This is an optimization exercise on Yosys and OpenROAD, whose aim is small area, a short achievable clock period and few clock cycles, not a production implementation. In this exercise RTL edits were held to simulation tests only and were not proved equivalent to the original. Power is estimated from default activity; no workload was simulated.

job 513:
==> flow/design.v <==
module DMA_AHB_Master #(
    parameter ADDR_WIDTH = 32,
    parameter DATA_WIDTH = 32,
    parameter BASE_ADDR  = 32'h0000_0000
)(
    input wire HCLK,
    input wire HRESETn,
    input wire [ADDR_WIDTH-1:0] HADDR,
    input wire [1:0] HTRANS,
    input wire HWRITE,
    input wire [DATA_WIDTH-1:0] HWDATA,
    output reg [DATA_WIDTH-1:0] HRDATA,
    output reg [ADDR_WIDTH-1:0] master_HADDR,
    output reg [2:0] master_HBURST,
    output reg master_HMASTLOCK,
    output reg [3:0] master_HPROT,
    output reg [2:0] master_HSIZE,
    output reg [1:0] master_HTRANS,
    output reg [DATA_WIDTH-1:0] master_HWDATA,
    output reg master_HWRITE,
    input wire [DATA_WIDTH-1:0] master_HRDATA,
    input wire master_HREADY,
    input wire master_HRESP
);
    reg [31:2] src_q;
    reg [31:2] dst_q;
    reg [31:0] size_q;
    reg        busy;
    reg        done;
    reg        w_src, w_dst, w_size;
    reg        wr_q;       
    reg        first_q;    
    reg        wr_o;       
    reg        busy_o;     
    reg [31:2] addr_q;
    reg [31:2] alt_q;
    reg [28:0] left_q;     
    reg [31:0] data_q;     
    wire hit     = ~|HADDR[31:5] & ~|HADDR[1:0];
    wire a_start = hit & (HADDR[4:2] == 3'd0);
    wire a_src   = hit & (HADDR[4:2] == 3'd1);
    wire a_dst   = hit & (HADDR[4:2] == 3'd2);
    wire a_size  = hit & (HADDR[4:2] == 3'd3);
    wire a_done  = hit & (HADDR[4:2] == 3'd4);
    wire wacc    = HTRANS[1] & HWRITE;
    wire [31:2] src_d  = w_src  ? data_q[31:2] : src_q;
    wire [31:2] dst_d  = w_dst  ? data_q[31:2] : dst_q;
    wire [31:0] size_d = w_size ? data_q : size_q;
    wire st    = wacc & a_start & HWDATA[0];
    wire frac  = |size_q[1:0];
    wire last  = (left_q == 29'd0) | ((left_q == 29'd1) & ~frac);
    wire fin   = busy & wr_q & master_HREADY & last;
    wire busy_d = st | (busy & ~fin);
    reg [31:0] rd_word;
    always @(*) begin
        case (HADDR[4:2])
            3'd0:    rd_word = {31'd0, busy_d};
            3'd1:    rd_word = {src_d, 2'b00};
            3'd2:    rd_word = {dst_d, 2'b00};
            3'd3:    rd_word = size_d;
            3'd4:    rd_word = {31'd0, done};
            default: rd_word = 32'd0;
        endcase
    end
    always @(posedge HCLK or negedge HRESETn) begin
        if (!HRESETn) begin
            w_src  <= 1'b1;
            w_dst  <= 1'b1;
            w_size <= 1'b1;
            busy   <= 1'b0;
            busy_o <= 1'b0;
            done   <= 1'b0;
        end else begin
            w_src  <= wacc & a_src;
            w_dst  <= wacc & a_dst;
            w_size <= wacc & a_size;
            busy   <= busy_d;
            busy_o <= st | (busy_o & ~fin);
            done   <= (done & ~st) | fin;
        end
    end
    always @(posedge HCLK or negedge HRESETn) begin
        if (!HRESETn) begin
            data_q <= 32'd0;
        end else begin
            if (~busy) data_q <= HWDATA;
            else if (~wr_q) data_q <= master_HRDATA;
        end
    end
    always @(posedge HCLK) begin
        if (~busy) begin
            wr_q    <= 1'b0;
            wr_o    <= 1'b0;
            first_q <= 1'b1;
            addr_q  <= src_d;
            alt_q   <= dst_d;
            left_q  <= size_d[30:2];
        end else if (master_HREADY) begin
            wr_q    <= ~wr_q;
            wr_o    <= ~wr_o;
            first_q <= 1'b0;
            addr_q  <= alt_q + {29'd0, ~first_q};
            alt_q   <= addr_q;
            if (wr_q) left_q <= left_q - 29'd1;
        end
        src_q  <= src_d;
        dst_q  <= dst_d;
        size_q <= size_d;
        HRDATA <= hit ? rd_word : 32'd0;
    end
    always @(*) begin
        master_HADDR     = {addr_q, 2'b00};
        master_HBURST    = 3'b000;
        master_HMASTLOCK = 1'b0;
        master_HPROT     = 4'b0000;
        master_HSIZE     = 3'b010;
        master_HTRANS    = {busy_o, 1'b0};
        master_HWDATA    = data_q;
        master_HWRITE    = wr_o;
    end
endmodule
export LEC_CHECK = 0
export CAP_MARGIN = 20
export CORE_MARGIN = 2
export CORE_UTILIZATION = 55
export CTS_BUF_LIST = sky130_fd_sc_hd__clkbuf_16
export CTS_CLUSTER_DIAMETER = 100
export CTS_CLUSTER_SIZE = 25
export PLACE_DENSITY = 0.8
export SETUP_SLACK_MARGIN = 3.6
export SLEW_MARGIN = 20
export TNS_END_PERCENT = 20
create_clock -name core_clock -period 6.0 [get_ports {HCLK}]
standard.sh (not shown) runs the stock make flow with config.mk's settings and CLKGATE_MAP_FILE= SYNTH_SCRIPT=/design/flow/synth_recipe.tcl, a recipe that flattens the netlist after the stock synthesis.
==> flow/flow/run.sh <==
#!/bin/bash
# Standard ORFS layout, with plain buffers on the ports instead of the
# delay cells buffer_ports picks by default. Synthesis is the standard one.
set -euo pipefail
bash standard.sh synth > synth.log 2>&1
export BUFFER_PORTS_ARGS="-buffer_cell sky130_fd_sc_hd__buf_1"
bash standard.sh > layout.log 2>&1
Job 513 | stages: all done | timing, DRC, antenna: all pass
Testbench counts of job 513, summed over its fixed seeds: cycles 9,069.
### job 513 -> job 6723
# job 513
export LEC_CHECK = 0
export CAP_MARGIN = 20
export CORE_MARGIN = 2
export CORE_UTILIZATION = 55
export CTS_BUF_LIST = sky130_fd_sc_hd__clkbuf_16
export CTS_CLUSTER_DIAMETER = 100
export CTS_CLUSTER_SIZE = 25
export PLACE_DENSITY = 0.8
export SETUP_SLACK_MARGIN = 3.6
export SLEW_MARGIN = 20
export TNS_END_PERCENT = 20
create_clock -name core_clock -period 6.0 [get_ports {HCLK}]
# job 6723
export LEC_CHECK = 0
export CAP_MARGIN = 20
export CORE_MARGIN = 2
export CORE_UTILIZATION = 55
export CTS_BUF_LIST = sky130_fd_sc_hd__clkbuf_16
export CTS_CLUSTER_DIAMETER = 100
export CTS_CLUSTER_SIZE = 25
export PLACE_DENSITY = 0.8
export SETUP_SLACK_MARGIN = 3.6
export SLEW_MARGIN = 20
export TNS_END_PERCENT = 0
create_clock -name core_clock -period 6.0 [get_ports {HCLK}]
Results
- Of job 6723 and job 513, the run reporting the higher setup slack of the critical path after layout was job 513.
- Re area of the die: no difference whatsoever between job 513 and job 6723.
- There was hardly any difference in global-route track usage on met3 between job 6723 and job 513.
- The ratio of routed vias to standard cells in job 6723 sits 0.40% below the value recorded for job 513.
Modified inputs, job 2105 compared to job 6723
# job 6723
export LEC_CHECK = 0
export CAP_MARGIN = 20
export CORE_MARGIN = 2
export CORE_UTILIZATION = 55
export CTS_BUF_LIST = sky130_fd_sc_hd__clkbuf_16
export CTS_CLUSTER_DIAMETER = 100
export CTS_CLUSTER_SIZE = 25
export PLACE_DENSITY = 0.8
export SETUP_SLACK_MARGIN = 3.6
export SLEW_MARGIN = 20
export TNS_END_PERCENT = 0
create_clock -name core_clock -period 6.0 [get_ports {HCLK}]
# job 2105
export LEC_CHECK = 0
export CAP_MARGIN = 20
export CORE_MARGIN = 2
export CORE_UTILIZATION = 55
export CTS_BUF_LIST = sky130_fd_sc_hd__clkbuf_16
export CTS_CLUSTER_DIAMETER = 100
export CTS_CLUSTER_SIZE = 25
export PLACE_DENSITY = 0.6
export SETUP_SLACK_MARGIN = 3.6
export SLEW_MARGIN = 20
create_clock -name core_clock -period 6.0 [get_ports {HCLK}]
==> run notes <==
- Job 2105 went all the way through synthesis, placement and routing and the layout is clean on timing, DRC and antenna.
- For job 2105, the type of the worst setup path was in2reg, unlike job 6723, where it was reg2out.
- Of job 6723 and job 2105, the lower relative area change from synthesis to final layout belongs to job 6723.
- Job 2105 against job 6723: fraction of the cycle the final worst path needs saw a decrease; final total power saw an increase; maximum vdd drop saw a decrease.
- Measured against each other, job 6723 and job 2105 differ in switching portion of total power, the lower figure coming from job 2105.
- STATUS total leakage power: job 2105 loses against job 6723
- Going from job 6723 to job 2105, critical path depth grows by 6.
- Per the comparison of job 2105 with job 6723, register bit count reported by yosys essentially unchanged; final area essentially unchanged; number of violations reported at the end of detailed-routing iteration 0 increased 3; instance area after placement essentially unchanged.
diff inputs: job 2105 => job 9512
# job 2105
export LEC_CHECK = 0
export CAP_MARGIN = 20
export CORE_MARGIN = 2
export CORE_UTILIZATION = 55
export CTS_BUF_LIST = sky130_fd_sc_hd__clkbuf_16
export CTS_CLUSTER_DIAMETER = 100
export CTS_CLUSTER_SIZE = 25
export PLACE_DENSITY = 0.6
export SETUP_SLACK_MARGIN = 3.6
export SLEW_MARGIN = 20
create_clock -name core_clock -period 6.0 [get_ports {HCLK}]
# job 9512
export LEC_CHECK = 0
export CAP_MARGIN = 20
export CORE_MARGIN = 2
export CORE_UTILIZATION = 55
export CTS_BUF_LIST = sky130_fd_sc_hd__clkbuf_16
export CTS_CLUSTER_DIAMETER = 100
export CTS_CLUSTER_SIZE = 25
export PLACE_DENSITY = 0.8
export SETUP_SLACK_MARGIN = 3.6
export SLEW_MARGIN = 20
create_clock -name core_clock -period 6.0 [get_ports {HCLK}]
Job 9512 reports its launching instance or port of the critical path as data_q[6] while job 2105 reports HADDR[5].
Routed wire length: job 9512 vs job 2105 down 650 um
Buffer count excluding the clock tree in the final layout came out exactly the same in job 9512 and job 2105.
On sequential cell area share, job 9512 and job 2105 are basically level.
The clock power on job 2105 is in line with that on job 9512.
Changes observed in job 9512 relative to job 2105: cell count barely changed, portion of the layout cell area used by non-clock buffers saw little to no change.
Core occupancy in the finished layout delta (job 9512 -> job 2105): insignificant

## port drivers added, routing unchanged
The results above use ideal ports. As a check the final layouts listed here were re-extracted and re-timed, cells and wires unchanged.
Step 1 sets driving cells, clkbuf_16 on the clock port and buf_2 on the other inputs (assumed; they add their load-dependent delay and slew).
Step 2 moves the port delays by t, midway between the first and last clock arrival at a register: inputs arrive t later, outputs are due t later. That takes back most of the time a late clock gives input paths.
Slacks: ideal / step 1 / step 2; pairs: ideal / step 1.
run | shift t [ns] | setup slack, ns | clock arrival spread, ns | worst slew at a driven data input, ns | cell pins on the clock port's net
job 513 | 0.542 | 3.604 / 3.556 / 3.267 | 0.027 / 0.027 | 0.05 | 1
job 6723 | 0.536 | 3.600 / 3.554 / 3.131 | 0.030 / 0.029 | 0.06 | 1
job 2105 | 0.522 | 3.662 / 3.627 / 3.164 | 0.026 / 0.026 | 0.06 | 1
job 9512 | 0.542 | 3.635 / 3.587 / 3.267 | 0.027 / 0.027 | 0.05 | 1
After both steps setup and hold are still met in every run listed. The setup slack of job 2105, which loses most, moves by -0.035 ns with the drivers and by -0.498 ns with both steps.
